Source: an optimization exercise on an open RTL-to-GDS flow (aim: small area, a short achievable clock period and few clock cycles per item). Production flows keep margins and buffers that such runs may drop.
The RTL was checked by simulation tests, not by an equivalence proof against the original design.
Power figures rest on the tool's default switching activity, not on a simulated workload.

### design/flow/standard.sh
#!/bin/bash
# synth_recipe.tcl (not shown) runs the flow's synth.tcl, then flattens the netlist and writes it again
# the make line also repeats each setting of config.mk as NAME=value (left out here)
make -C /OpenROAD-flow-scripts/flow DESIGN_CONFIG=/design/flow/config.mk WORK_HOME=/design/flow/orfs CLKGATE_MAP_FILE= SYNTH_SCRIPT=/design/flow/synth_recipe.tcl "${@:-finish}"
### design/flow/design.v
`timescale 1ns/1ps
module action_config
#(parameter
    C_S_AXI_ADDR_WIDTH = 16,
    C_S_AXI_DATA_WIDTH = 32
)(
    input                                   clk                   ,
    input                                   resetn                 ,
    input  wire [C_S_AXI_ADDR_WIDTH-1:0]   s_axi_AWADDR,
    input  wire                            s_axi_AWVALID,
    output wire                            s_axi_AWREADY,
    input  wire [C_S_AXI_DATA_WIDTH-1:0]   s_axi_WDATA,
    input  wire [C_S_AXI_DATA_WIDTH/8-1:0] s_axi_WSTRB,
    input  wire                            s_axi_WVALID,
    output wire                            s_axi_WREADY,
    output wire [1:0]                      s_axi_BRESP,
    output wire                            s_axi_BVALID,
    input  wire                            s_axi_BREADY,
    input  wire [C_S_AXI_ADDR_WIDTH-1:0]   s_axi_ARADDR,
    input  wire                            s_axi_ARVALID,
    output wire                            s_axi_ARREADY,
    output wire [C_S_AXI_DATA_WIDTH-1:0]   s_axi_RDATA,
    output wire [1:0]                      s_axi_RRESP,
    output wire                            s_axi_RVALID,
    input  wire                            s_axi_RREADY,
    output reg [31:0]                      data_collection_mode     ,
    output reg [47:0]                      fpga_mac_addr            ,
    output reg [31:0]                      fpga_ipv4_addr           ,
    output reg [31:0]                      one_over_energy          ,
    output reg [31:0]                      frames_per_trigger       ,
    output reg [7:0]                       nmodules                 ,
    output reg [3:0]                       nstorage_cells           ,
    output reg                             data_collection_start    ,
    output reg                             data_collection_cancel   ,
    input                                  data_collection_idle     ,
    input                                  qsfpdd_modprs            ,
    input [6:0]                            hbm_temperature          ,
    input                                  hbm_temp_trip            ,
    input                                  apb_complete_0           ,
    input                                  pede2gain_data_fifo_empty  ,
    input                                  pede2gain_data_fifo_full   ,
    input                                  pede2gain_addr_fifo_empty  ,
    input                                  pede2gain_addr_fifo_full   ,
    input                                  udp_fifo_empty             ,
    input                                  udp_fifo_full              ,
    input                                  host_mem_data_fifo_empty   ,
    input                                  host_mem_data_fifo_full    ,
    input                                  host_mem_cmd_fifo_empty    ,
    input                                  host_mem_cmd_fifo_full     ,
    input                                  work_req_fifo_empty        ,
    input                                  work_req_fifo_full         ,
    input                                  work_compl_fifo_empty      ,
    input                                  work_compl_fifo_full       ,
    input                                  last_data_fifo_empty       ,
    input                                  last_data_fifo_full        ,
    input                                  last_addr_fifo_empty       ,
    input                                  last_addr_fifo_full        ,
    input                                  mailbox_interrupt_0        ,
    input                                  mailbox_interrupt_1        ,
    input [63:0]                           stalls_hbm                 ,
    input [63:0]                           stalls_host                ,
    input                                  stalls_hbm_valid           ,
    input                                  stalls_host_valid          ,
    input [63:0]                           packets_processed          ,
    input                                  packets_processed_valid    ,
    input [63:0]                           packets_eth                ,
    input                                  packets_eth_valid          ,
    input [63:0]                           packets_icmp               ,
    input                                  packets_icmp_valid         ,
    input [63:0]                           packets_udp                ,
    input                                  packets_udp_valid          ,
    input [3:0]                            host_writer_err       ,
    input                                  host_writer_err_valid ,
    input                                  eth_stat_rx_status         ,
    input                                  eth_stat_rx_aligned        ,
    input                                  eth_busy                   ,
    input                                  eth_stat_rx_packet_bad_fcs ,
    input                                  mm2s_error                 ,
    input                                  s2mm_error                 ,
    output                                 qsfp_led_busy                ,
    output                                 qsfp_led_conn
);
    reg        rvalid;
    reg [31:0] rdata;
    reg [1:0]  bcnt;           
    reg        idle_r;
    reg        rst_d;          
    reg        st1, st2, al1, al2, fcs1, fcs2, fcs_ever, busy1, busy2n;
    reg [6:0]  temp_r, maxtemp;
    reg        trip_r, trip_ever, modprs_r;
    reg [17:0] fifo_r;
    reg [3:0]  hwerr;
    reg [63:0] c_shost, c_shbm, c_pproc, c_peth, c_picmp, c_pudp;
    reg        v_shost, v_shbm, v_pproc, v_peth, v_picmp, v_pudp;
    wire wr_ok = (bcnt != 2'd3);
    assign s_axi_AWREADY = wr_ok & s_axi_WVALID;
    assign s_axi_WREADY  = wr_ok & s_axi_AWVALID;
    assign s_axi_BVALID  = (bcnt != 2'd0);
    assign s_axi_BRESP   = 2'b00;
    wire wr = s_axi_AWVALID & s_axi_WVALID & wr_ok;
    wire b_hs = s_axi_BVALID & s_axi_BREADY;
    always @(posedge clk) begin
        if (!resetn)
            bcnt <= 2'd0;
        else
            bcnt <= bcnt + {1'b0, wr} - {1'b0, b_hs};
    end
    wire aw_hi0 = (s_axi_AWADDR[15:7] == 9'd0) && (s_axi_AWADDR[1:0] == 2'd0);
    wire w_ap   = wr && aw_hi0 && (s_axi_AWADDR[6:2] == 5'd0);
    wire w_cfg  = wr && aw_hi0 && (s_axi_AWADDR[6:5] == 2'b11) && idle_r;
    wire [2:0] w_idx = s_axi_AWADDR[4:2];
    wire [31:0] wd = s_axi_WDATA & {32{resetn}};
    wire [7:0]  w_sel = {8{w_cfg}} & (8'd1 << w_idx);
    wire [3:0] be_maclo  = ({4{w_sel[0]}} & s_axi_WSTRB) | {4{~resetn}};
    wire [3:0] be_machi  = ({4{w_sel[1]}} & s_axi_WSTRB) | {4{~resetn}};
    wire [3:0] be_ipv4   = ({4{w_sel[2]}} & s_axi_WSTRB) | {4{~resetn}};
    wire [3:0] be_nmod   = ({4{w_sel[3]}} & s_axi_WSTRB) | {4{~resetn}};
    wire [3:0] be_mode   = ({4{w_sel[4]}} & s_axi_WSTRB) | {4{~resetn}};
    wire [3:0] be_energy = ({4{w_sel[5]}} & s_axi_WSTRB) | {4{~resetn}};
    wire [3:0] be_frames = ({4{w_sel[6]}} & s_axi_WSTRB) | {4{~resetn}};
    wire [3:0] be_nsc    = ({4{w_sel[7]}} & s_axi_WSTRB) | {4{~resetn}};
    integer i;
    always @(posedge clk) begin
        for (i = 0; i < 4; i = i + 1) begin
            if (be_maclo[i])  fpga_mac_addr[8*i +: 8]    <= wd[8*i +: 8];
            if (be_ipv4[i])   fpga_ipv4_addr[8*i +: 8]   <= wd[8*i +: 8];
            if (be_mode[i])   data_collection_mode[8*i +: 8] <= wd[8*i +: 8];
            if (be_energy[i]) one_over_energy[8*i +: 8]  <= wd[8*i +: 8];
            if (be_frames[i]) frames_per_trigger[8*i +: 8] <= wd[8*i +: 8];
        end
        for (i = 0; i < 2; i = i + 1)
            if (be_machi[i])  fpga_mac_addr[32+8*i +: 8] <= wd[8*i +: 8];
        if (be_nmod[0]) nmodules       <= wd[7:0];
        if (be_nsc[0])  nstorage_cells <= wd[3:0];
    end
    always @(posedge clk) begin
        if (!resetn)
            data_collection_start <= 1'b0;
        else if (!idle_r)
            data_collection_start <= 1'b0;
        else if (w_ap && s_axi_WSTRB[0] && s_axi_WDATA[0])
            data_collection_start <= 1'b1;
    end
    always @(posedge clk) begin
        if (!resetn)
            data_collection_cancel <= 1'b0;
        else if (w_ap && s_axi_WSTRB[0])
            data_collection_cancel <= s_axi_WDATA[2];
    end
    assign s_axi_ARREADY = ~rvalid | s_axi_RREADY;
    assign s_axi_RVALID  = rvalid;
    assign s_axi_RDATA   = rdata;
    assign s_axi_RRESP   = 2'b00;
    always @(posedge clk) begin
        if (!resetn)
            rvalid <= 1'b0;
        else if (s_axi_ARREADY)
            rvalid <= s_axi_ARVALID;
    end
    wire [31:0] ap_ctrl = {4'd0, hwerr, 5'd0,
                           ~(modprs_r & rst_d), mailbox_interrupt_1, mailbox_interrupt_0,
                           fcs_ever, apb_complete_0, trip_ever, trip_r,
                           s2mm_error, mm2s_error, al2, st2,
                           5'd0, data_collection_cancel, idle_r, data_collection_start};
    reg [31:0] rmux;
    always @(*) begin
        rmux = 32'd0;
        case (s_axi_ARADDR[6:2])
            5'd0:  rmux = ap_ctrl;
            5'd4:  rmux = 32'h52324158;
            5'd6:  rmux = {25'd0, temp_r};
            5'd7:  rmux = {25'd0, maxtemp};
            5'd8:  rmux = 32'd8;
            5'd9:  rmux = 32'd1;
            5'd10: rmux = c_shost[31:0]  & {32{v_shost}};
            5'd11: rmux = c_shost[63:32] & {32{v_shost}};
            5'd12: rmux = c_shbm[31:0]   & {32{v_shbm}};
            5'd13: rmux = c_shbm[63:32]  & {32{v_shbm}};
            5'd14: rmux = {12'd0, fifo_r[17:4], 2'd0, fifo_r[3:0]} & {32{rst_d}};
            5'd16: rmux = c_pproc[31:0]  & {32{v_pproc}};
            5'd17: rmux = c_pproc[63:32] & {32{v_pproc}};
            5'd18: rmux = c_peth[31:0]   & {32{v_peth}};
            5'd19: rmux = c_peth[63:32]  & {32{v_peth}};
            5'd20: rmux = c_picmp[31:0]  & {32{v_picmp}};
            5'd21: rmux = c_picmp[63:32] & {32{v_picmp}};
            5'd22: rmux = c_pudp[31:0]   & {32{v_pudp}};
            5'd23: rmux = c_pudp[63:32]  & {32{v_pudp}};
            5'd24: rmux = fpga_mac_addr[31:0];
            5'd25: rmux = {16'd0, fpga_mac_addr[47:32]};
            5'd26: rmux = fpga_ipv4_addr;
            5'd27: rmux = {24'd0, nmodules};
            5'd28: rmux = data_collection_mode;
            5'd29: rmux = one_over_energy;
            5'd30: rmux = frames_per_trigger;
            5'd31: rmux = {28'd0, nstorage_cells};
            default: rmux = 32'd0;
        endcase
        if (s_axi_ARADDR[15:7] != 9'd0 || s_axi_ARADDR[1:0] != 2'd0)
            rmux = 32'd0;
    end
    always @(posedge clk) begin
        if (s_axi_ARREADY)
            rdata <= rmux;
    end
    always @(posedge clk) begin
        st1    <= eth_stat_rx_status;
        st2    <= st1;
        al1    <= eth_stat_rx_aligned;
        al2    <= al1;
        fcs1   <= eth_stat_rx_packet_bad_fcs;
        fcs2   <= fcs1;
        busy1  <= eth_busy;
        busy2n <= ~busy1;
        temp_r <= hbm_temperature;
        trip_r <= hbm_temp_trip;
        rst_d  <= resetn;
        modprs_r <= qsfpdd_modprs;
        fifo_r <= {last_addr_fifo_full, last_addr_fifo_empty,
                   last_data_fifo_full, last_data_fifo_empty,
                   work_compl_fifo_full, work_compl_fifo_empty,
                   work_req_fifo_full, work_req_fifo_empty,
                   host_mem_cmd_fifo_full, host_mem_cmd_fifo_empty,
                   host_mem_data_fifo_full, host_mem_data_fifo_empty,
                   udp_fifo_full, udp_fifo_empty,
                   pede2gain_addr_fifo_full, pede2gain_addr_fifo_empty,
                   pede2gain_data_fifo_full, pede2gain_data_fifo_empty};
    end
    assign qsfp_led_conn = ~st2;
    assign qsfp_led_busy = busy2n;
    always @(posedge clk) begin
        if (!resetn) begin
            idle_r    <= 1'b1;
            trip_ever <= 1'b0;
            fcs_ever  <= 1'b0;
            maxtemp   <= 7'd0;
            hwerr     <= 4'd0;
        end else begin
            idle_r <= data_collection_idle;
            if (hbm_temp_trip) trip_ever <= 1'b1;
            if (fcs2) fcs_ever <= 1'b1;
            if (temp_r > maxtemp) maxtemp <= temp_r;
            if (host_writer_err_valid) hwerr <= host_writer_err;
        end
    end
    always @(posedge clk) begin
        if (stalls_host_valid)       c_shost <= stalls_host;
        if (stalls_hbm_valid)        c_shbm  <= stalls_hbm;
        if (packets_processed_valid) c_pproc <= packets_processed;
        if (packets_eth_valid)       c_peth  <= packets_eth;
        if (packets_icmp_valid)      c_picmp <= packets_icmp;
        if (packets_udp_valid)       c_pudp  <= packets_udp;
    end
    always @(posedge clk) begin
        if (!resetn) begin
            v_shost <= 1'b0; v_shbm <= 1'b0; v_pproc <= 1'b0;
            v_peth  <= 1'b0; v_picmp <= 1'b0; v_pudp <= 1'b0;
        end else begin
            if (stalls_host_valid)       v_shost <= 1'b1;
            if (stalls_hbm_valid)        v_shbm  <= 1'b1;
            if (packets_processed_valid) v_pproc <= 1'b1;
            if (packets_eth_valid)       v_peth  <= 1'b1;
            if (packets_icmp_valid)      v_picmp <= 1'b1;
            if (packets_udp_valid)       v_pudp  <= 1'b1;
        end
    end
endmodule
### design/flow/config.mk
export PLATFORM = sky130hd
export DESIGN_NAME = action_config
export DESIGN_NICKNAME = action_config
export VERILOG_FILES = /design/flow/design.v
export SDC_FILE = /design/flow/constraint.sdc
export NUM_CORES = 4
export LEC_CHECK = 0
export CAP_MARGIN = 20
export CORE_MARGIN = 2
export CORE_UTILIZATION = 40
export SETUP_SLACK_MARGIN = 1.5
export SLEW_MARGIN = 20
### design/flow/flow/run.sh
#!/bin/bash
# Standard ORFS flow, with small port buffers and no CTS dummy loads.
set -e
cp standard.sh standard.sh.txt 2>/dev/null || true
export BUFFER_PORTS_ARGS="-buffer_cell sky130_fd_sc_hd__buf_1"
export CTS_ARGS="-sink_clustering_enable -repair_clock_nets -dont_use_dummy_load"
bash standard.sh > standard.log 2>&1
### design/flow/constraint.sdc
create_clock -name core_clock -period 4.0 [get_ports {clk}]
set_input_delay 0.8000 -clock core_clock [delete_from_list [all_inputs] [get_ports {clk}]]
set_output_delay 0.8000 -clock core_clock [all_outputs]
set_load 0.01 [all_outputs]
==> reports/metrics.yaml, run 1 <==
synthArstFlopShare_pct: 0
numCtsBuffers: 72
path_cells: "buf_12 -> buf_12 -> nor3b_4 -> buf_6 -> and2_4 -> buf_12 -> a222oi_1 -> a41oi_1"
clock-sinks: 665
die_ht_um: 256
run_status: "complete, no violations"
switching_share_pct: 24.5
fmax_ghz: 0.385
grt_pass1_wl_um: 153000
netlist_area_before_placement_sq_mm: 0.0253
insertion_delay_ns: 0.64
dieArea_sq_mm: 0.0654
number_of_enable_type_register_cells_in_the_synthesized_netlist: 604
crit_start: "s_axi_ARADDR[5]"
rows: 92
critical_path.max_stage_delay_ns: 1.06
setup_repair_after_global_routing_missed_its_margin: "yes"
ys_top_cells_by_count: "604 x sky130_fd_sc_hd__edfxtp_1, 117 x sky130_fd_sc_hd__o221ai_1, 61 x sky130_fd_sc_hd__dfxtp_1"
clockBufferDepth: 3
clkSlewWorstSetupHoldPaths_ns: 0.06
track_usage_pct: 33.7
core-area_sq_mm: 0.0629
finalCritPeriodShare_pct: 65.0
timing.critical_path.to_type: "register"
floorplan.die.width_um: 256
tritoncts: "built"
critPathArrivalTime_ns: 2.90
power_density_mw_per_mm2: 489
critPathSlowestCell: "sky130_fd_sc_hd__a222oi_1"
total_area_of_multi_input_combinational_cells_sq_mm: 0.00572
synth.yosys.warnings: 1
io_buffers: 735
drv.max_cap_violation_count: 0
worst_ir_drop_vdd_uv: 332
worstMarginPinSlew_ns: 1.26
synth_top_cells_by_area: "sky130_fd_sc_hd__edfxtp_1 72%, sky130_fd_sc_hd__dfxtp_1 4.8%, sky130_fd_sc_hd__o221ai_1 4.0%"
routed_via_density: 6.16
register_area_sq_mm: 0.0194
floorplan.initialDensity_pct: 40.3
route.detailed.drc: 0
post-place-ws_ns: 0.202
comb_power_share_pct: 9.0
synth_cells: 1527
number_of_h_tree_levels: 3
synthDominantCellAreaShare_pct: 71.6
grt_pass1_vias: 19100
setup_ws_ns: 1.40
drtAntennaViolNets: 0
cpMostUsedCell: "sky130_fd_sc_hd__buf_12"
power.sequential.fraction_pct: 54.7
drive_above_1_share_pct: 11.2
pwr-share-clk_pct: 36.2
most_numerous_cell_in_the_yosys_netlist: "sky130_fd_sc_hd__edfxtp_1"
worst_hold_startpoint: "last_addr_fifo_full"
most_used_flip_flop_cell_after_synthesis: "sky130_fd_sc_hd__edfxtp_1"
filler_cell_count: 5430
antenna_violations_before_repair: 22
grt_start_max_net_pins: 66
internal-power_mw: 11.8
drt-total-wl_um: 115000
net-switching-power_mw: 3.83
min_period_ns: 2.60
finalHoldWorstSlack_ns: 0.255
critPathKind: "input pin to register"
worstPathRequired_ns: 4.30
hold_path_class: "input pin to register"
i_o_pin_cnt: 740
area_growth_syn_to_fin_pct: 26.5
yosys.area.top_type: "sky130_fd_sc_hd__edfxtp_1"
detail_route.first_pass.iterations: 6
final_net_count: 2855
critPathMaxFanout: 7
dpl.hpwl_um: 85700
holdBufCountCts: 0
synth_cell_types: 68
gr-total-overflow: 0
fin_setup_tns_ns: 0
timing.max_slew.rel_slack_pct: 15.7
cts.root.buffer_cell: "sky130_fd_sc_hd__clkbuf_16"
vias: 19700
ys_ff_latch: 665
p_leak_nw: 10.9
yosysSeqAreaShare_pct: 76.4
detailedRoute.firstIterationViolations: 2964
final-max-slew-violation-count: 0
final.setup_skew_ns: 0.0737
finalSetupViolations: 0
hold_violations: 0
timing.critical_path.from_type: "input pin"
regToRegStartpoint: "maxtemp[5]$_SDFFE_PN0N_"
gp_congestion: 0.991
postSynthAreaPerCell_sq_um: 16.6
routed_wire_length_per_instance_um: 35.8
[timing repair]
action                                  4_1_cts  5_1_grt
gates resized for setup                      50       32
pin swaps                                    15       16
setup buffers                                18       15
gates cloned                                  7        5
endpoints found under the setup margin       56      130
[critical path, delay by kind of cell]
kind,cells,cell delay (ns)
buffers and inverters,4,0.50
AO/OA/AOI/OAI,2,1.28
AND/OR/NAND/NOR,2,0.30
[final timing paths]
| path | slack (ns) | cells past startpoint | endpoint |
|---|---|---|---|
| setup / recovery | 1.40 | 8 | rdata[19]$_SDFFCE_PP0P_ |
| hold / removal | 0.26 | 1 | fifo_r[17]$_DFF_P_ |
| setup reg to reg | 1.60 | 7 | maxtemp[5]$_SDFFE_PN0N_ |
| hold reg to reg | 0.33 | 0 | st2$_DFF_P_ |
[metrics by stage]
step	instances	area [sq um]	power (mW)	utilization, %
3_5_place_dp	3066	29400	10.0	46.7
4_1_cts	3163	31600	15.6	50.3
5_1_grt	3190	32000	16.0	51.0
3_3_place_gp	3066	29400	9.99	46.7
2_1_floorplan	1530	25400	9.08	-
6_report	3198	32000	15.7	51.0
[kinds of logic (layout without fill, tap and decap cells)]
family	after synthesis	after routing	share of synthesized area [%]
other	1	19	0.0148
buffers and inverters	126	932	2.19
XOR/XNOR	3	3	0.104
multiplexers	57	57	2.30
AND/OR/NAND/NOR	287	288	6.52
AO/OA/AOI/OAI	379	379	12.0
adder cells (fa/ha/maj)	9	9	0.444
flip-flops	665	665	76.4
[layout make-up]
type | count | area share (%)
diodes | 15 | 0.117
clock buffers | 72 | 5.62
inverters | 18 | 0.211
multi-input cells | 740 | 17.8
flip-flops and latches | 665 | 60.4
well taps | 846 | 3.30
repair buffers | 842 | 12.5
[sequential cells by signal, summed over array words and instances, names as in the netlist, 2 cells and up]
signal	count
temp_r	7
bcnt	2
fpga_ipv4_addr	32
c_picmp	64
rdata	32
c_pudp	64
c_shost	64
fifo_r	18
nmodules	8
c_shbm	64
c_peth	64
c_pproc	64
hwerr	4
maxtemp	7
frames_per_trigger	32
data_collection_mode	32
nstorage_cells	4
one_over_energy	32
fpga_mac_addr	48
[metal layers]
layer | wire length [um] | up-vias | global-route usage (%)
met5 | 133 | - | 0
met4 | 3000 | 20 | 8.80
met3 | 12500 | 195 | 8.61
met2 | 54600 | 1514 | 54.3
met1 | 44400 | 10000 | 45.6
li1 | - | 7946 | -
[power by group through the flow]
stage / registers [mW] / clock network [mW] / logic [mW]
after global routing: 8.59 / 5.95 / 1.49
final: 8.57 / 5.68 / 1.42
after global placement: 8.70 / 0 / 1.30
after floorplan: 8.58 / 0 / 0.502
after detailed placement: 8.68 / 0 / 1.32
after CTS: 8.55 / 5.70 / 1.37
[placed cells by master (no fill, tap or decap), types with 8 or more instances in the layout]
master | Yosys | routed
sky130_fd_sc_hd__and2_1 | 45 | 38
sky130_fd_sc_hd__diode_2 | 0 | 15
sky130_fd_sc_hd__mux2_2 | 9 | 9
sky130_fd_sc_hd__o221ai_1 | 117 | 114
sky130_fd_sc_hd__a222oi_1 | 13 | 13
sky130_fd_sc_hd__and3_1 | 40 | 37
sky130_fd_sc_hd__o21ai_4 | 0 | 9
sky130_fd_sc_hd__dfxtp_1 | 61 | 61
sky130_fd_sc_hd__nand2_1 | 38 | 34
sky130_fd_sc_hd__o31a_1 | 20 | 20
sky130_fd_sc_hd__ha_1 | 9 | 9
sky130_fd_sc_hd__buf_4 | 6 | 78
sky130_fd_sc_hd__a31oi_1 | 11 | 11
sky130_fd_sc_hd__a22oi_1 | 51 | 50
sky130_fd_sc_hd__a32oi_1 | 12 | 12
sky130_fd_sc_hd__a21o_1 | 10 | 9
sky130_fd_sc_hd__mux2i_1 | 48 | 47
sky130_fd_sc_hd__edfxtp_1 | 604 | 604
sky130_fd_sc_hd__a21oi_1 | 8 | 8
sky130_fd_sc_hd__nand4_1 | 27 | 27
sky130_fd_sc_hd__buf_1 | 5 | 723
sky130_fd_sc_hd__buf_12 | 0 | 15
sky130_fd_sc_hd__o21ai_0 | 23 | 11
sky130_fd_sc_hd__nand3_1 | 38 | 36
sky130_fd_sc_hd__inv_1 | 18 | 18
sky130_fd_sc_hd__clkbuf_16 | 0 | 77
sky130_fd_sc_hd__nor2_1 | 37 | 34
sky130_fd_sc_hd__o211ai_1 | 9 | 9
sky130_fd_sc_hd__o22a_1 | 9 | 9
sky130_fd_sc_hd__o22ai_1 | 36 | 35
Testbench counts, summed over its fixed seeds: cycles 2,995, transactions 4,800.
==> run 2, diff against run 1 <==
==> design/flow/run.sh (new file) <==
#!/bin/bash
# synth_recipe.tcl (not shown) runs the flow's synth.tcl, then flattens the netlist and writes it again
# the make line also repeats each setting of config.mk as NAME=value (left out here)
make -C /OpenROAD-flow-scripts/flow DESIGN_CONFIG=/design/flow/config.mk WORK_HOME=/design/flow/orfs CLKGATE_MAP_FILE= SYNTH_SCRIPT=/design/flow/synth_recipe.tcl finish
--- a/design/flow/config.mk
+++ b/design/flow/config.mk
@@ -8,5 +8,4 @@
 export CAP_MARGIN = 20
 export CORE_MARGIN = 2
 export CORE_UTILIZATION = 40
-export SETUP_SLACK_MARGIN = 1.5
 export SLEW_MARGIN = 20
removed: design/flow/flow/run.sh
removed: design/flow/standard.sh
==> run 2 against run 1 <==
  * Sequential share of layout area down 7.3 points
  * Synthesized area unchanged
  * Core utilization increased by 7.0 points
  * Power grew 10%
  * Die area stayed put
  * Worst hold slack improved by 0.077 ns
  * Clock skew down 0.051 ns
  * Final area is 14% higher
  * Critical path depth grew 1
  * Clock power grew 19%
  * Sequential cell count is the same
  * Clock-buffer cell count increased by 19
  * Largest power group unchanged
  * Critical endpoint is now rdata[22]$_SDFFCE_PP0P_
==> reports/metrics.yaml, run 2 <==
synth_top_cells_by_area: "sky130_fd_sc_hd__edfxtp_1 72%, sky130_fd_sc_hd__dfxtp_1 4.8%, sky130_fd_sc_hd__o221ai_1 4.0%"
critPathMaxFanout: 18  # +11
setup_repair_after_global_routing_missed_its_margin: "no"
grt_pass1_vias: 19200  # +0.31%
clkSlewWorstSetupHoldPaths_ns: 0.06  # about the same
detailedRoute.firstIterationViolations: 2681  # -9.5%
timing.critical_path.from_type: "input pin"
area_growth_syn_to_fin_pct: 43.8
tritoncts: "built"
register_area_sq_mm: 0.0194  # unchanged
hold_violations: 0  # unchanged
finalHoldWorstSlack_ns: 0.332  # +0.0770 ns
worstMarginPinSlew_ns: 1.17  # -0.0975 ns
detail_route.first_pass.iterations: 8  # +2
core-area_sq_mm: 0.0629  # unchanged
worst_ir_drop_vdd_uv: 276  # -17%
clockBufferDepth: 3  # unchanged
min_period_ns: 3.49  # +0.890 ns
number_of_h_tree_levels: 3  # unchanged
filler_cell_count: 5030  # -7.4%
routed_wire_length_per_instance_um: 35.4  # -1.1%
most_used_flip_flop_cell_after_synthesis: "sky130_fd_sc_hd__edfxtp_1"
drv.max_cap_violation_count: 0  # unchanged
final-max-slew-violation-count: 0  # unchanged
i_o_pin_cnt: 740  # unchanged
synth.yosys.warnings: 1  # unchanged
finalCritPeriodShare_pct: 87.2  # +22 points
timing.critical_path.to_type: "register"
numCtsBuffers: 73  # +1.4%
synth_cells: 1527  # unchanged
gp_congestion: 0.967  # -2.5%
track_usage_pct: 34.3  # +0.64 points
ys_ff_latch: 665  # unchanged
critical_path.max_stage_delay_ns: 0.57  # -0.49 ns
synthDominantCellAreaShare_pct: 71.6  # unchanged
insertion_delay_ns: 0.61  # -0.03 ns
route.detailed.drc: 0  # unchanged
total_area_of_multi_input_combinational_cells_sq_mm: 0.00546  # -4.5%
synth_cell_types: 68  # unchanged
clock-sinks: 665  # unchanged
run_status: "complete, no violations"
yosys.area.top_type: "sky130_fd_sc_hd__edfxtp_1"
cts_setup_buffers: 0  # -18
hold_path_class: "register to register"
drive_above_1_share_pct: 9.89  # -1.3 points
holdBufCountCts: 0  # unchanged
drt-total-wl_um: 115000  # +0.12%
yosysSeqAreaShare_pct: 76.4  # unchanged
number_of_enable_type_register_cells_in_the_synthesized_netlist: 604  # unchanged
finalSetupViolations: 0  # unchanged
final_net_count: 2838  # -0.60%
final.setup_skew_ns: 0.0226  # -0.0511 ns
cpMostUsedCell: "sky130_fd_sc_hd__buf_4"
fmax_ghz: 0.287  # -26%
p_leak_nw: 12.9  # +18%
antenna_violations_before_repair: 25  # +14%
rows: 92  # unchanged
critPathArrivalTime_ns: 3.85  # +0.95 ns
floorplan.initialDensity_pct: 40.3  # unchanged
final_cell_mix: "727 x sky130_fd_sc_hd__clkdlybuf4s50_1, 604 x sky130_fd_sc_hd__edfxtp_1, 117 x sky130_fd_sc_hd__o221ai_1"
vias: 19300  # -2.2%
worstPathRequired_ns: 4.36  # +0.06 ns
gr-total-overflow: 0  # unchanged
synthArstFlopShare_pct: 0  # unchanged
critPathSlowestCell: "sky130_fd_sc_hd__a222oi_1"
postSynthAreaPerCell_sq_um: 16.6  # unchanged
fin_setup_tns_ns: 0  # unchanged
routed_via_density: 5.95  # -3.4%
hold-path-cell-count: 0  # -1
drtAntennaViolNets: 0  # unchanged
die_ht_um: 256  # unchanged
ys_top_cells_by_count: "604 x sky130_fd_sc_hd__edfxtp_1, 117 x sky130_fd_sc_hd__o221ai_1, 61 x sky130_fd_sc_hd__dfxtp_1"
grt_pass1_wl_um: 156000  # +1.5%
io_buffers: 735  # unchanged
cts.root.buffer_cell: "sky130_fd_sc_hd__clkbuf_16"
post_cts_resized: 0  # -100%
critPathKind: "input pin to register"
layout.cells.most_common: "sky130_fd_sc_hd__clkdlybuf4s50_1"
netlist_area_before_placement_sq_mm: 0.0253  # unchanged
path_cells: "clkdlybuf4s50_1 -> buf_4 -> and3b_1 -> and2_1 -> buf_4 -> buf_4 -> a222oi_1 -> nand3_1 -> o31a_1"
power_density_mw_per_mm2: 473  # -3.3%
timing.max_slew.rel_slack_pct: 22.2  # +6.5 points
dpl.hpwl_um: 88300  # +3.0%
floorplan.die.width_um: 256  # unchanged
r2r_cells: 7  # unchanged
most_numerous_cell_in_the_yosys_netlist: "sky130_fd_sc_hd__edfxtp_1"
grt_start_max_net_pins: 66  # unchanged
dieArea_sq_mm: 0.0654  # unchanged
[run 2: layout make-up]
cell class / instances / area share, %
diodes: 17 / 0.117
clock buffers: 91 / 5.46
clock inverters: 38 / 1.08
inverters: 18 / 0.185
multi-input cells: 739 / 15.0
flip-flops and latches: 665 / 53.1
well taps: 846 / 2.90
repair buffers: 825 / 22.1
[run 2: path summary, 6_finish.rpt]
check	start	endpoint	slack [ns]
setup / recovery	s_axi_ARADDR[3]	rdata[22]$_SDFFCE_PP0P_	0.51
hold / removal	al1$_DFF_P_	al2$_DFF_P_	0.33
setup reg to reg	maxtemp[5]$_SDFFE_PN0N_	maxtemp[6]$_SDFFE_PN0N_	1.44
hold reg to reg	al1$_DFF_P_	al2$_DFF_P_	0.33
[run 2: logic make-up after synthesis]
logic type                 share of synthesized area (%)
DFF                                                 76.4
other                                             0.0148
adders and majority gates                          0.444
AOI/OAI and AO/OA                                   12.0
xor gates and xnor gates                           0.104
buffers and inverters                               2.19
and+or+nand+nor                                     6.52
muxes                                               2.30
[run 2: critical path, delay by kind of cell]
family                 cells  cell delay (ns)
AND/OR/NAND/NOR            3             0.95
AO/OA/AOI/OAI              2             0.86
buffers and inverters      4             1.23
[run 2: metrics by stage]
step	total power [mW]	instances	cell area (sq um)	setup slack (ns)	utilization, %
global route	17.7	3233	36400	0.492	58.0
CTS	17.2	3222	36400	0.686	57.9
global placement	10.5	3093	34000	0.0663	54.1
floorplan	9.07	1530	25300	1.02	-
detailed placement	10.5	3093	34000	0.0411	54.1
finish	17.2	3239	36400	0.511	58.0
[run 2: layer usage]
metal / up-vias / part of all wire, % / wire length, um / GRT usage [%]
met2: 1315 / 48 / 55200 / 56.2
met3: 204 / 10 / 11800 / 8.70
met4: 18 / 3.3 / 3760 / 11.1
li1: 7962 / - / - / -
met5: - / 0.091 / 104 / 0
met1: 9771 / 38 / 43700 / 44.9
[run 2: report_power, final]
part           switching (mW)  internal [mW]  total [mW]
logic                   0.886          0.963        1.85
registers               0.394           8.19        8.59
clock network            2.80           3.99        6.78
total                    4.08           13.1        17.2
==> run 3, diff against run 2 <==
--- a/design/flow/design.v
+++ b/design/flow/design.v
@@ -85,7 +85,7 @@
     reg [1:0]  bcnt;           
     reg        idle_r;
     reg        rst_d;          
-    reg        st1, st2, al1, al2, fcs1, fcs2, fcs_ever, busy1, busy2n;
+    reg        st1, st2n, al1, al2, fcs1, fcs2, fcs_ever, busy1, busy2n;
     reg [6:0]  temp_r, maxtemp;
     reg        trip_r, trip_ever, modprs_r;
     reg [17:0] fifo_r;
@@ -160,7 +160,7 @@
     wire [31:0] ap_ctrl = {4'd0, hwerr, 5'd0,
                            ~(modprs_r & rst_d), mailbox_interrupt_1, mailbox_interrupt_0,
                            fcs_ever, apb_complete_0, trip_ever, trip_r,
-                           s2mm_error, mm2s_error, al2, st2,
+                           s2mm_error, mm2s_error, al2, ~st2n,
                            5'd0, data_collection_cancel, idle_r, data_collection_start};
     reg [31:0] rmux;
     always @(*) begin
@@ -204,7 +204,7 @@
     end
     always @(posedge clk) begin
         st1    <= eth_stat_rx_status;
-        st2    <= st1;
+        st2n   <= ~st1;
         al1    <= eth_stat_rx_aligned;
         al2    <= al1;
         fcs1   <= eth_stat_rx_packet_bad_fcs;
@@ -225,7 +225,7 @@
                    pede2gain_addr_fifo_full, pede2gain_addr_fifo_empty,
                    pede2gain_data_fifo_full, pede2gain_data_fifo_empty};
     end
-    assign qsfp_led_conn = ~st2;
+    assign qsfp_led_conn = st2n;
     assign qsfp_led_busy = busy2n;
     always @(posedge clk) begin
         if (!resetn) begin
==> design/flow/flow/run.sh (new file) <==
#!/bin/bash
# Standard ORFS flow, with small port buffers, large clock sink clusters and no CTS dummy loads.
set -e
export BUFFER_PORTS_ARGS="-buffer_cell sky130_fd_sc_hd__buf_1"
export CTS_ARGS="-sink_clustering_enable -repair_clock_nets -dont_use_dummy_load -sink_clustering_size 25 -sink_clustering_max_diameter 80"
bash standard.sh > standard.log 2>&1
==> design/flow/standard.sh (new file) <==
#!/bin/bash
# synth_recipe.tcl (not shown) runs the flow's synth.tcl, then flattens the netlist and writes it again
# the make line also repeats each setting of config.mk as NAME=value (left out here)
make -C /OpenROAD-flow-scripts/flow DESIGN_CONFIG=/design/flow/config.mk WORK_HOME=/design/flow/orfs CLKGATE_MAP_FILE= SYNTH_SCRIPT=/design/flow/synth_recipe.tcl "${@:-finish}"
--- a/design/flow/config.mk
+++ b/design/flow/config.mk
@@ -7,5 +7,6 @@
 export LEC_CHECK = 0
 export CAP_MARGIN = 20
 export CORE_MARGIN = 2
-export CORE_UTILIZATION = 40
-export SLEW_MARGIN = 20
+export CORE_UTILIZATION = 65
+export SETUP_SLACK_MARGIN = 1.75
+export SLEW_MARGIN = 60
removed: design/flow/run.sh
==> run 3 against run 2 <==
  * Synthesized area grew 1.1%
  * The flow now stops in I/O pin placement (3_2_place_iop)
  * Synthesized cell count grew 1.2%
==> reports/metrics.yaml, run 3 <==
floorplan.die.width_um: 203  # -21%
netlist_area_before_placement_sq_mm: 0.0256  # +1.1%
number_of_enable_type_register_cells_in_the_synthesized_netlist: 604  # unchanged
run_status: "did not finish"
synth_cells: 1546  # +1.2%
synthArstFlopShare_pct: 0  # unchanged
flow.first_error: "[ERROR PPL-0024] Number of IO pins (740) exceeds maximum number of available positions (726). Increase the die perimeter from 810.16um to 1006.40um."
postSynthAreaPerCell_sq_um: 16.6  # -0.11%
floorplan.initialDensity_pct: 66.1  # +26 points
yosysSeqAreaShare_pct: 75.6  # -0.86 points
die_ht_um: 203  # -21%
rows: 72  # -22%
yosys.area.top_type: "sky130_fd_sc_hd__edfxtp_1"
most_numerous_cell_in_the_yosys_netlist: "sky130_fd_sc_hd__edfxtp_1"
stop_stage: "I/O pin placement (3_2_place_iop)"
ys_top_cells_by_count: "604 x sky130_fd_sc_hd__edfxtp_1, 119 x sky130_fd_sc_hd__o221ai_1, 62 x sky130_fd_sc_hd__mux2i_1"
synth_top_cells_by_area: "sky130_fd_sc_hd__edfxtp_1 71%, sky130_fd_sc_hd__dfxtp_1 4.8%, sky130_fd_sc_hd__o221ai_1 4.1%"
synthDominantCellAreaShare_pct: 70.8  # -0.80 points
synth.yosys.warnings: 1  # unchanged
synth_cell_types: 77  # +13%
ys_ff_latch: 665  # unchanged
most_used_flip_flop_cell_after_synthesis: "sky130_fd_sc_hd__edfxtp_1"
## run 3: cell families after synthesis
kind of cell               share of synthesized area, %
other                                            0.0146
and+or+nand+nor                                    6.78
buffers and inverters                              2.60
adders and majority gates                         0.440
DFF                                                75.6
muxes                                              2.88
xor gates and xnor gates                         0.0684
AOI/OAI and AO/OA                                  11.7
Testbench counts of run 3, summed over its fixed seeds: cycles 2,995, transactions 4,800.
==> run 4, diff against run 3 <==
--- a/design/flow/config.mk
+++ b/design/flow/config.mk
@@ -7,6 +7,6 @@
 export LEC_CHECK = 0
 export CAP_MARGIN = 20
 export CORE_MARGIN = 2
-export CORE_UTILIZATION = 65
+export CORE_UTILIZATION = 55
 export SETUP_SLACK_MARGIN = 1.75
 export SLEW_MARGIN = 60
==> run 4 against run 3 <==
  * The run now finishes clean
  * Synthesized cell count unchanged
  * Synthesized area did not move
==> reports/metrics.yaml, run 4 <==
io_buffers: 735
netlist_area_before_placement_sq_mm: 0.0256  # unchanged
fmax_ghz: 0.433
grt_start_max_net_pins: 66
final-max-slew-violation-count: 0
routed_wire_length_per_instance_um: 35.9
register_area_sq_mm: 0.0194
critPathMaxFanout: 6
rows: 79  # +9.7%
number_of_enable_type_register_cells_in_the_synthesized_netlist: 604  # unchanged
numCtsBuffers: 35
drtAntennaViolNets: 0
dpl.hpwl_um: 78600
synthArstFlopShare_pct: 0  # unchanged
area_growth_syn_to_fin_pct: 23.5
synth_cells: 1546  # unchanged
drv.max_cap_violation_count: 0
ys_top_cells_by_count: "604 x sky130_fd_sc_hd__edfxtp_1, 119 x sky130_fd_sc_hd__o221ai_1, 62 x sky130_fd_sc_hd__mux2i_1"
ys_ff_latch: 665  # unchanged
timing.critical_path.to_type: "register"
final.setup_skew_ns: 0.0621
vias: 19800
synth_cell_types: 77  # unchanged
drive_above_1_share_pct: 13.0
gp_congestion: 1.01
floorplan.die.width_um: 220  # +8.5%
yosys.area.top_type: "sky130_fd_sc_hd__edfxtp_1"
fin_setup_tns_ns: 0
critPathArrivalTime_ns: 2.61
floorplan.initialDensity_pct: 55.4  # -11 points
most_used_flip_flop_cell_after_synthesis: "sky130_fd_sc_hd__edfxtp_1"
run_status: "complete, no violations"
p_leak_nw: 10.5
setup_repair_after_global_routing_missed_its_margin: "yes"
final_cell_mix: "723 x sky130_fd_sc_hd__buf_1, 604 x sky130_fd_sc_hd__edfxtp_1, 109 x sky130_fd_sc_hd__o221ai_1"
number_of_h_tree_levels: 2
dp.cells: 2824
synth.yosys.warnings: 1  # unchanged
finish.cell_count_without_fillers: 2948
antenna_violations_before_repair: 22
hold_path_class: "input pin to register"
finalCritPeriodShare_pct: 57.8
routed_via_density: 6.72
worst_ir_drop_vdd_uv: 348
insertion_delay_ns: 0.60
yosysSeqAreaShare_pct: 75.6  # unchanged
most_numerous_cell_in_the_yosys_netlist: "sky130_fd_sc_hd__edfxtp_1"
gr-total-overflow: 0
timing.critical_path.from_type: "input pin"
final_net_count: 2832
synth_top_cells_by_area: "sky130_fd_sc_hd__edfxtp_1 71%, sky130_fd_sc_hd__dfxtp_1 4.8%, sky130_fd_sc_hd__o221ai_1 4.1%"
core-area_sq_mm: 0.0463
cts.root.buffer_cell: "sky130_fd_sc_hd__clkbuf_16"
worstPathRequired_ns: 4.30
hold_violations: 0
track_usage_pct: 42.4
i_o_pin_cnt: 740
detail_route.first_pass.iterations: 7
grt_pass1_vias: 18500
worstMarginPinSlew_ns: 0.689
layout.cells.most_common: "sky130_fd_sc_hd__buf_1"
timing.max_slew.rel_slack_pct: 54.1
clock-sinks: 665
clockBufferDepth: 3
finalSetupViolations: 0
min_period_ns: 2.31
postSynthAreaPerCell_sq_um: 16.6  # unchanged
synthDominantCellAreaShare_pct: 70.8  # unchanged
route.detailed.drc: 0
drt-total-wl_um: 106000
power_density_mw_per_mm2: 433
critPathKind: "input pin to register"
dieArea_sq_mm: 0.0483
detailedRoute.firstIterationViolations: 2904
filler_cell_count: 3372
die_ht_um: 220  # +8.5%
postLayoutCoreUtil_pct: 68.4
clkSlewWorstSetupHoldPaths_ns: 0.10
tritoncts: "built"
total_area_of_multi_input_combinational_cells_sq_mm: 0.00644
grt_pass1_wl_um: 140000
run 4: cell counts after synthesis:
Identical to the previous run, type by type.
run 4: where the power goes:
part | switching, mW | internal, mW
Combinational | 0.968 | 0.526
Clock | 2.10 | 1.57
Sequential | 0.340 | 8.17
run 4: metal layers:
metal  global-route usage (%)  vias to the layer above  part of all wire (%)
met5                        0                        -                 0.058
met3                     11.2                      272                    13
met1                     54.2                     9927                    34
li1                         -                     7939                     -
met2                     68.7                     1669                    48
met4                     18.4                       10                   5.3
run 4: stage by stage:
stage	hold WS [ns]	worst slack (ns)	power, mW	cell area, sq um
3_3_place_gp	0.315	0.387	9.95	29300
3_5_place_dp	0.312	0.574	9.98	29400
5_1_grt	0.281	1.67	14.0	31600
6_report	0.286	1.69	13.7	31600
4_1_cts	0.275	1.71	13.6	31000
2_1_floorplan	0.310	1.50	9.13	26300
run 4: timing repair:
action                                  4_1_cts  5_1_grt
endpoints found under the setup margin      176      116
hold buffers                                  0        0
setup buffers                                26       19
pin swaps                                    26       25
resized for setup                            64       45
cloned                                        9        3
run 4: final timing paths:
path	startpoint	endpoint	slack [ns]	cells past startpoint
worst min register to register	fcs1$_DFF_P_	fcs2$_DFF_P_	0.33	0
worst min-delay path	last_data_fifo_empty	fifo_r[14]$_DFF_P_	0.29	1
worst max register to register	bcnt[1]$_SDFF_PN0_	nmodules[5]$_DFFE_PP_	1.87	4
worst max-delay path	s_axi_ARADDR[5]	rdata[5]$_SDFFCE_PP0P_	1.69	7
run 4: logic make-up after synthesis:
group / after synthesis / share of synthesized area, %
AND/OR/NAND/NOR: 295 / 6.78
other: 1 / 0.0146
buffers and inverters: 130 / 2.60
flip-flops: 665 / 75.6
multiplexers: 72 / 2.88
adder cells (fa/ha/maj): 9 / 0.440
AO/OA/AOI/OAI: 372 / 11.7
XOR/XNOR: 2 / 0.0684
run 4: worst max-delay path, stage by stage:
cell and delay (ns):
sky130_fd_sc_hd__buf_6 0.12, sky130_fd_sc_hd__buf_12 0.14, sky130_fd_sc_hd__nor3b_4 0.24, sky130_fd_sc_hd__nand2_2 0.13, sky130_fd_sc_hd__mux2_4 0.33, sky130_fd_sc_hd__a222oi_1 0.63
sky130_fd_sc_hd__a41oi_1 0.21
run 4: cell type report:
| class | count | area share, % |
|---|---|---|
| well taps | 607 | 2.40 |
| multi-input cells | 761 | 20.4 |
| repair buffers | 834 | 12.8 |
| diodes | 27 | 0.214 |
| clock buffers | 35 | 2.77 |
| flip-flops and latches | 665 | 61.2 |
| inverters | 19 | 0.233 |
==> run 5, diff against run 4 <==
--- a/design/flow/config.mk
+++ b/design/flow/config.mk
@@ -8,5 +8,6 @@
 export CAP_MARGIN = 20
 export CORE_MARGIN = 2
 export CORE_UTILIZATION = 55
-export SETUP_SLACK_MARGIN = 1.75
+export SETUP_SLACK_MARGIN = 2.2
 export SLEW_MARGIN = 60
+export TNS_END_PERCENT = 0
==> run 5 against run 4 <==
  * Highest routed layer unchanged
  * Non-clock buffer count is 18 higher
  * Maximum frequency rose by 0.85%
  * Final area increased by 0.39%
  * Worst hold slack better by 0.019 ns
  * Global-route usage shrank 0.10 points
  * Routed wire length is 0.69% lower
  * Clock skew shrank 0.019 ns
  * Die area did not move
==> reports/metrics.yaml, run 5 <==
area_fraction_in_compound_gates_after_synthesis_pct: 11.7  # unchanged
floorplan.die.width_um: 220  # unchanged
place_area_sq_mm: 0.0293  # -0.62%
drtAntennaViolNets: 0  # unchanged
synthXorXnorAreaFrac_pct: 0.0684  # unchanged
whs_endpoint: "st1$_DFF_P_"
critPathArrivalTime_ns: 2.65  # +0.04 ns
final_net_count: 2844  # +0.42%
dieArea_sq_mm: 0.0483  # unchanged
detailedRoute.firstIterationViolations: 2671  # -8.0%
netlist_area_before_placement_sq_mm: 0.0256  # unchanged
finalCritPeriodShare_pct: 57.3  # -0.49 points
finish.cell_count_without_fillers: 2972  # +0.81%
track_usage_pct: 42.3  # -0.10 points
grt_start_max_net_pins: 66  # unchanged
antenna_violations_before_repair: 28  # +27%
drt-total-wl_um: 105000  # -0.69%
switching_share_pct: 25.0  # about the same
i_o_pin_cnt: 740  # unchanged
die_ht_um: 220  # unchanged
final.setup_skew_ns: 0.0431  # -0.0190 ns
rrSetupSlack_ns: 1.83  # -0.04 ns
most_used_flip_flop_cell_after_synthesis: "sky130_fd_sc_hd__edfxtp_1"
gp_congestion: 0.976  # -3.1%
p_leak_nw: 10.6  # +0.82%
insertion_delay_ns: 0.59  # about the same
finalSetupViolations: 0  # unchanged
synth_top_cells_by_area: "sky130_fd_sc_hd__edfxtp_1 71%, sky130_fd_sc_hd__dfxtp_1 4.8%, sky130_fd_sc_hd__o221ai_1 4.1%"
postSynthAreaPerCell_sq_um: 16.6  # unchanged
drv.max_cap_violation_count: 0  # unchanged
synth-adder-area-share_pct: 0.439  # unchanged
final_cell_mix: "722 x sky130_fd_sc_hd__buf_1, 604 x sky130_fd_sc_hd__edfxtp_1, 113 x sky130_fd_sc_hd__o221ai_1"
floorplan.initialDensity_pct: 55.4  # unchanged
numCtsBuffers: 34  # -2.9%
layout.cells.most_common: "sky130_fd_sc_hd__buf_1"
drive_above_1_share_pct: 13.2  # +0.23 points
setup_repair_after_global_routing_missed_its_margin: "yes"
worstMarginPinSlew_ns: 0.637  # -0.0525 ns
worst_hold_startpoint: "eth_stat_rx_status"
r2r_end: "maxtemp[4]$_SDFFE_PN0N_"
ys_top_cells_by_count: "604 x sky130_fd_sc_hd__edfxtp_1, 119 x sky130_fd_sc_hd__o221ai_1, 62 x sky130_fd_sc_hd__mux2i_1"
worstPathRequired_ns: 4.35  # +0.05 ns
routed_via_density: 6.67  # -0.72%
timing.critical_path.to_type: "register"
cts.root.buffer_cell: "sky130_fd_sc_hd__clkbuf_16"
timing.critical_path.from_type: "input pin"
fin_area_sq_mm: 0.0318  # +0.39%
synth_cell_types: 77  # unchanged
finalHoldWorstSlack_ns: 0.306  # +0.0191 ns
yosys.area.top_type: "sky130_fd_sc_hd__edfxtp_1"
main_combinational_cell_family_by_area_after_synthesis: "compound AO/OA/AOI/OAI gates"
synthDominantCellAreaShare_pct: 70.8  # unchanged
timing.max_slew.rel_slack_pct: 57.2  # +3.2 points
dp.cells: 2837  # +0.46%
synth_cells: 1546  # unchanged
total_area_of_multi_input_combinational_cells_sq_mm: 0.00635  # -1.4%
final-max-slew-violation-count: 0  # unchanged
route.detailed.drc: 0  # unchanged
r2r_cells: 6  # +2
internal-power_mw: 10.2  # -0.26%
critPathMaxFanout: 18  # +12
hold_violations: 0  # unchanged
ys_ff_latch: 665  # unchanged
number_of_enable_type_register_cells_in_the_synthesized_netlist: 604  # unchanged
area_growth_syn_to_fin_pct: 24.0
number_of_h_tree_levels: 2  # unchanged
detail_route.first_pass.iterations: 6  # -1
rows: 79  # unchanged
filler_cell_count: 3308  # -1.9%
routed_wire_length_per_instance_um: 35.4  # -1.5%
regToRegStartpoint: "temp_r[1]$_DFF_P_"
comb_power_share_pct: 11.1  # +0.2 points
synthArstFlopShare_pct: 0  # unchanged
core-area_sq_mm: 0.0463  # unchanged
clockBufferDepth: 3  # unchanged
synth.yosys.warnings: 1  # unchanged
power.sequential.fraction_pct: 62.2  # about the same
run_status: "complete, no violations"
dpl.hpwl_um: 79100  # +0.63%
fmax_ghz: 0.436  # +0.85%
grt_pass1_vias: 18600  # +0.34%
clkSlewWorstSetupHoldPaths_ns: 0.10  # about the same
register_area_sq_mm: 0.0194  # unchanged
hold-path-cell-count: 1  # unchanged
min_period_ns: 2.29  # -0.0195 ns
most_numerous_cell_in_the_yosys_netlist: "sky130_fd_sc_hd__edfxtp_1"
gr-total-overflow: 0  # unchanged
grt_pass1_wl_um: 140000  # about the same
net-switching-power_mw: 3.41  # -0.17%
yosysSeqAreaShare_pct: 75.6  # unchanged
fin_setup_tns_ns: 0  # unchanged
worst_ir_drop_vdd_uv: 362  # +4.0%
critPathKind: "input pin to register"
clock-sinks: 665  # unchanged
power_density_mw_per_mm2: 430  # -0.62%
io_buffers: 735  # unchanged
power_mw: 13.7  # -0.24%
vias: 19800  # +0.086%
pwr-share-clk_pct: 26.7  # -0.2 points
post_synth_mux_area_share_pct: 2.88  # unchanged
tritoncts: "built"
hold_path_class: "input pin to register"
synthSimpleGateAreaFrac_pct: 6.78  # unchanged
-- run 5: critical path: stages --
cell,delay (ns)
sky130_fd_sc_hd__clkbuf_8,0.17
sky130_fd_sc_hd__nor3b_4,0.18
sky130_fd_sc_hd__and2_4,0.20
sky130_fd_sc_hd__buf_12,0.15
sky130_fd_sc_hd__buf_12,0.12
sky130_fd_sc_hd__a22oi_1,0.26
sky130_fd_sc_hd__nand4_1,0.38
sky130_fd_sc_hd__o31a_1,0.36
-- run 5: worst max path at each step --
stage                             endpoint            start  cells after the start  slack [ns]
2_1_floorplan  fpga_ipv4_addr[0]$_DFFE_PP_  s_axi_AWADDR[8]                      5        1.50
3_3_place_gp        rdata[5]$_SDFFCE_PP0P_  s_axi_ARADDR[4]                      7        0.17
3_5_place_dp        rdata[5]$_SDFFCE_PP0P_  s_axi_ARADDR[4]                      8        0.33
4_1_cts            rdata[17]$_SDFFCE_PP0P_  s_axi_ARADDR[5]                      8        1.80
5_1_grt            rdata[15]$_SDFFCE_PP0P_  s_axi_ARADDR[5]                      6        1.77
6_report           rdata[12]$_SDFFCE_PP0P_  s_axi_ARADDR[6]                      8        1.71
-- run 5: routing by layer --
layer | vias to the layer above | global-route usage, % | wire [um]
met1 | 9999 | 52.1 | 35600
met4 | 14 | 20.1 | 5570
met3 | 260 | 11.8 | 12900
met5 | - | 0 | 82
li1 | 7973 | - | -
met2 | 1588 | 69.4 | 51100
-- run 5: area by class of cell --
| cell class | instances | share of cell area [%] |
|---|---|---|
| flip-flops and latches | 665 | 61.0 |
| multi-input cells | 756 | 20.0 |
| repair buffers | 852 | 13.4 |
| clock buffers | 34 | 2.68 |
| well taps | 607 | 2.39 |
| diodes | 39 | 0.307 |
| inverters | 19 | 0.225 |
-- run 5: timing repair --
action	CTS	global route
endpoints found under the setup margin	458	458
setup buffers	42	9
gates resized for setup	149	36
pin swaps	38	21
cloned	6	4
hold buffers	0	0
-- run 5: cells by family (layout without fill, tap and decap cells) --
| group | Yosys count | count (layout) |
|---|---|---|
| AND/OR/NAND/NOR | 295 | 297 |
| flip-flops | 665 | 665 |
| adder cells (fa/ha/maj) | 9 | 9 |
| buffers and inverters | 130 | 905 |
| AO/OA/AOI/OAI | 372 | 372 |
| XOR/XNOR | 2 | 2 |
| other | 1 | 43 |
| multiplexers | 72 | 72 |
-- run 5: power by group through the flow --
| stage | clock network [mW] | registers [mW] | logic (mW) |
|---|---|---|---|
| finish | 3.64 | 8.50 | 1.52 |
| global route | 3.84 | 8.53 | 1.60 |
| CTS | 3.63 | 8.48 | 1.44 |
| detailed placement | 0 | 8.63 | 1.32 |
| global placement | 0 | 8.63 | 1.29 |
| floorplan | 0 | 8.58 | 0.512 |
-- run 5: per-stage QoR --
step	utilization [%]	setup WS, ns
5_1_grt	68.5	1.77
6_report	68.7	1.71
3_5_place_dp	63.2	0.333
4_1_cts	67.7	1.80
2_1_floorplan	-	1.50
3_3_place_gp	62.9	0.169
==> run 6, diff against run 5 <==
--- a/design/flow/config.mk
+++ b/design/flow/config.mk
@@ -8,6 +8,6 @@
 export CAP_MARGIN = 20
 export CORE_MARGIN = 2
 export CORE_UTILIZATION = 55
-export SETUP_SLACK_MARGIN = 2.2
+export SETUP_SLACK_MARGIN = 2.0
 export SLEW_MARGIN = 60
 export TNS_END_PERCENT = 0
==> run 6 against run 5 <==
  * Synthesized cell count unchanged
  * Largest power group unchanged
  * Sequential cell count unchanged
  * Clock power about the same
  * Highest routed layer unchanged
  * First-iteration DRC count unchanged
  * Register-to-register slack about the same
  * Routed wire length unchanged
  * Global-route usage unchanged
  * Clock skew unchanged
  * Still clean
  * Cell count unchanged
==> reports/metrics.yaml, run 6 <==
run_status: "complete, no violations"
floorplan.die.width_um: 220  # unchanged
tritoncts: "built"
die_ht_um: 220  # unchanged
synthDominantCellAreaShare_pct: 70.8  # unchanged
hold_violations: 0  # unchanged
final.setup_skew_ns: 0.0431  # unchanged
routed_wire_length_per_instance_um: 35.4  # unchanged
filler_cell_count: 3308  # unchanged
ys_ff_latch: 665  # unchanged
fin_area_sq_mm: 0.0318  # unchanged
i_o_pin_cnt: 740  # unchanged
post_synth_mux_area_share_pct: 2.88  # unchanged
routedLengthMet1_um: 35600  # unchanged
main_combinational_cell_family_by_area_after_synthesis: "compound AO/OA/AOI/OAI gates"
fmax_ghz: 0.436  # unchanged
synthSimpleGateAreaFrac_pct: 6.78  # unchanged
dr_wl_met2_um: 51100  # unchanged
rrSetupSlack_ns: 1.83  # about the same
vias: 19800  # unchanged
detail_route.first_pass.iterations: 6  # unchanged
gp_congestion: 0.976  # unchanged
track_usage_pct: 42.3  # unchanged
worstPathRequired_ns: 4.35  # about the same
clockBufferDepth: 3  # unchanged
rows: 79  # unchanged
numCtsBuffers: 34  # unchanged
drt-total-wl_um: 105000  # unchanged
most_used_flip_flop_cell_after_synthesis: "sky130_fd_sc_hd__edfxtp_1"
drive_above_1_share_pct: 13.2  # unchanged
layout.cells.most_common: "sky130_fd_sc_hd__buf_1"
dpl.hpwl_um: 79100  # unchanged
worstMarginPinSlew_ns: 0.637  # unchanged
number_of_h_tree_levels: 2  # unchanged
yosysSeqAreaShare_pct: 75.6  # unchanged
met3RoutedLength_um: 12900  # unchanged
synth-adder-area-share_pct: 0.439  # unchanged
worst_setup_path_endpoint: "rdata[12]$_SDFFCE_PP0P_"
fin_setup_tns_ns: 0  # unchanged
final-max-slew-violation-count: 0  # unchanged
power_density_mw_per_mm2: 430  # unchanged
critPathKind: "input pin to register"
area_fraction_in_compound_gates_after_synthesis_pct: 11.7  # unchanged
gr-total-overflow: 0  # unchanged
top_signal_layer_used: "met5"
postSynthAreaPerCell_sq_um: 16.6  # unchanged
regToRegStartpoint: "temp_r[1]$_DFF_P_"
timing.critical_path.from_type: "input pin"
place_area_sq_mm: 0.0293  # unchanged
detailedRoute.firstIterationViolations: 2671  # unchanged
final_cell_mix: "722 x sky130_fd_sc_hd__buf_1, 604 x sky130_fd_sc_hd__edfxtp_1, 113 x sky130_fd_sc_hd__o221ai_1"
ys_top_cells_by_count: "604 x sky130_fd_sc_hd__edfxtp_1, 119 x sky130_fd_sc_hd__o221ai_1, 62 x sky130_fd_sc_hd__mux2i_1"
setup_ws_ns: 1.71  # unchanged
cpMostUsedCell: "sky130_fd_sc_hd__buf_12"
setup_repair_after_global_routing_missed_its_margin: "yes"
route.detailed.drc: 0  # unchanged
drv.max_cap_violation_count: 0  # unchanged
floorplan.initialDensity_pct: 55.4  # unchanged
antenna_violations_before_repair: 28  # unchanged
critPathSlowestCell: "sky130_fd_sc_hd__nand4_1"
hold_path_class: "input pin to register"
finalCritPeriodShare_pct: 57.3  # unchanged
timing.critical_path.to_type: "register"
grt_start_max_net_pins: 66  # unchanged
most_numerous_cell_in_the_yosys_netlist: "sky130_fd_sc_hd__edfxtp_1"
area_growth_syn_to_fin_pct: 24.0  # unchanged
final_net_count: 2844  # unchanged
min_period_ns: 2.29  # unchanged
worst_ir_drop_vdd_uv: 362  # unchanged
clkSlewWorstSetupHoldPaths_ns: 0.10  # about the same
dieArea_sq_mm: 0.0483  # unchanged
yosys.area.top_type: "sky130_fd_sc_hd__edfxtp_1"
synthArstFlopShare_pct: 0  # unchanged
synth.yosys.warnings: 1  # unchanged
finalSetupViolations: 0  # unchanged
critical_path.max_stage_delay_ns: 0.38  # about the same
netlist_area_before_placement_sq_mm: 0.0256  # unchanged
crit_start: "s_axi_ARADDR[6]"
number_of_enable_type_register_cells_in_the_synthesized_netlist: 604  # unchanged
grt_pass1_wl_um: 140000  # unchanged
critPathArrivalTime_ns: 2.65  # about the same
timing.max_slew.rel_slack_pct: 57.2  # unchanged
synth_top_cells_by_area: "sky130_fd_sc_hd__edfxtp_1 71%, sky130_fd_sc_hd__dfxtp_1 4.8%, sky130_fd_sc_hd__o221ai_1 4.1%"
post-place-ws_ns: 0.333  # unchanged
synth_cells: 1546  # unchanged
clock-sinks: 665  # unchanged
path_cells: "clkbuf_8 -> nor3b_4 -> and2_4 -> buf_12 -> buf_12 -> a22oi_1 -> nand4_1 -> o31a_1"
synthXorXnorAreaFrac_pct: 0.0684  # unchanged
critPathMaxFanout: 18  # unchanged
synth_cell_types: 77  # unchanged
r2r_end: "maxtemp[4]$_SDFFE_PN0N_"
grt_pass1_vias: 18600  # unchanged
cts.root.buffer_cell: "sky130_fd_sc_hd__clkbuf_16"
core-area_sq_mm: 0.0463  # unchanged
insertion_delay_ns: 0.59  # about the same
io_buffers: 735  # unchanged
routed_via_density: 6.67  # unchanged
drtAntennaViolNets: 0  # unchanged
r2r_cells: 6  # unchanged
p_leak_nw: 10.6  # unchanged
[run 6: cell counts in the layout (fill, tap and decap cells not counted)]
Identical to the previous run, type by type.
[run 6: cells by family after synthesis]
logic type                 after synthesis
other                                    1
adders and majority gates                9
muxes                                   72
AOI/OAI and AO/OA                      372
xor gates and xnor gates                 2
DFF                                    665
and+or+nand+nor                        295
buffers and inverters                  130
[run 6: metal layers]
layer / GRT usage, % / vias up
met3: 11.8 / 260
met2: 69.4 / 1588
met4: 20.1 / 14
met1: 52.1 / 9999
met5: 0 / -
li1: - / 7973
[run 6: per-stage QoR]
stage / std cells / hold slack (ns) / utilization, % / power [mW]
final: 2972 / 0.306 / 68.7 / 13.7
after global routing: 2950 / 0.289 / 68.5 / 14.0
after detailed placement: 2837 / 0.318 / 63.2 / 9.95
after global placement: 2831 / 0.317 / 62.9 / 9.91
after CTS: 2919 / 0.295 / 67.7 / 13.6
after floorplan: 1549 / 0.310 / - / 9.09
[run 6: worst min path at each step]
stage | startpoint | to | cells after the start
final | eth_stat_rx_status | st1$_DFF_P_ | 1
after global routing | hbm_temperature[2] | temp_r[2]$_DFF_P_ | 1
after CTS | hbm_temperature[2] | temp_r[2]$_DFF_P_ | 1
after detailed placement | fcs1$_DFF_P_ | fcs2$_DFF_P_ | 0
after global placement | fcs1$_DFF_P_ | fcs2$_DFF_P_ | 0
after floorplan | al1$_DFF_P_ | al2$_DFF_P_ | 0
[run 6: worst max-delay path: cells and delay by family]
| kind | cells | cell delay [ns] |
|---|---|---|
| simple gates | 3 | 0.76 |
| compound gates | 2 | 0.62 |
| buf+inv | 3 | 0.44 |
[run 6: area by class of cell]
cell class | count | area (sq um) | area share, %
tap | 607 | 759 | 2.39
multi-input combinational | 756 | 6350 | 20.0
antenna | 39 | 97.6 | 0.307
timing repair buffer | 852 | 4270 | 13.4
clock buffer | 34 | 851 | 2.68
sequential | 665 | 19400 | 61.0
inverter | 19 | 71.3 | 0.225
[run 6: report_power, final]
part | switching, mW | leakage (nW) | internal [mW]
combinational | 0.976 | 3.76 | 0.539
sequential | 0.320 | 6.45 | 8.18
clock | 2.11 | 0.419 | 1.53
total | 3.41 | 10.6 | 10.2
[run 6: timing repair]
action / 4_1_cts / 5_1_grt
gates cloned: 6 / 4
hold buffers: 0 / 0
resized for setup: 149 / 36
endpoints found under the setup margin: 308 / 355
pin swaps: 38 / 21
setup buffers: 42 / 9

-- separate check: timing with driven ports --
Ports are ideal in the flow. The routed layouts listed here were re-timed in OpenROAD. Step 1 sets driving cells, clkbuf_16 on the clock port and buf_2 on the other inputs (assumed; they add their load-dependent delay and slew). Step 2 adds t to the input delays and takes it off the output delays; t is the mean of the earliest and latest rising clock arrival at the registers after step 1. Input paths then give back, and output paths get back, about the clock's delay inside the block. Three values: ideal ports, drivers, drivers and shift; two values: the first two.
| run | shift t [ns] | setup slack, ns | worst slew at a driven data input, ns | cell pins on the clock port's net |
|---|---|---|---|---|
| run 1 | 0.656 | 1.401 / 1.359 / 0.702 | 0.15 | 1 |
| run 2 | 0.654 | 0.511 / 0.532 / -0.122 | 0.14 | 1 |
| run 4 | 0.625 | 1.688 / 1.665 / 1.040 | 0.18 | 1 |
| run 5 | 0.633 | 1.708 / 1.584 / 0.951 | 0.19 | 1 |
| run 6 | 0.633 | 1.708 / 1.584 / 0.951 | 0.19 | 1 |
Met with ideal ports but missed after step 2: setup timing in run 2.
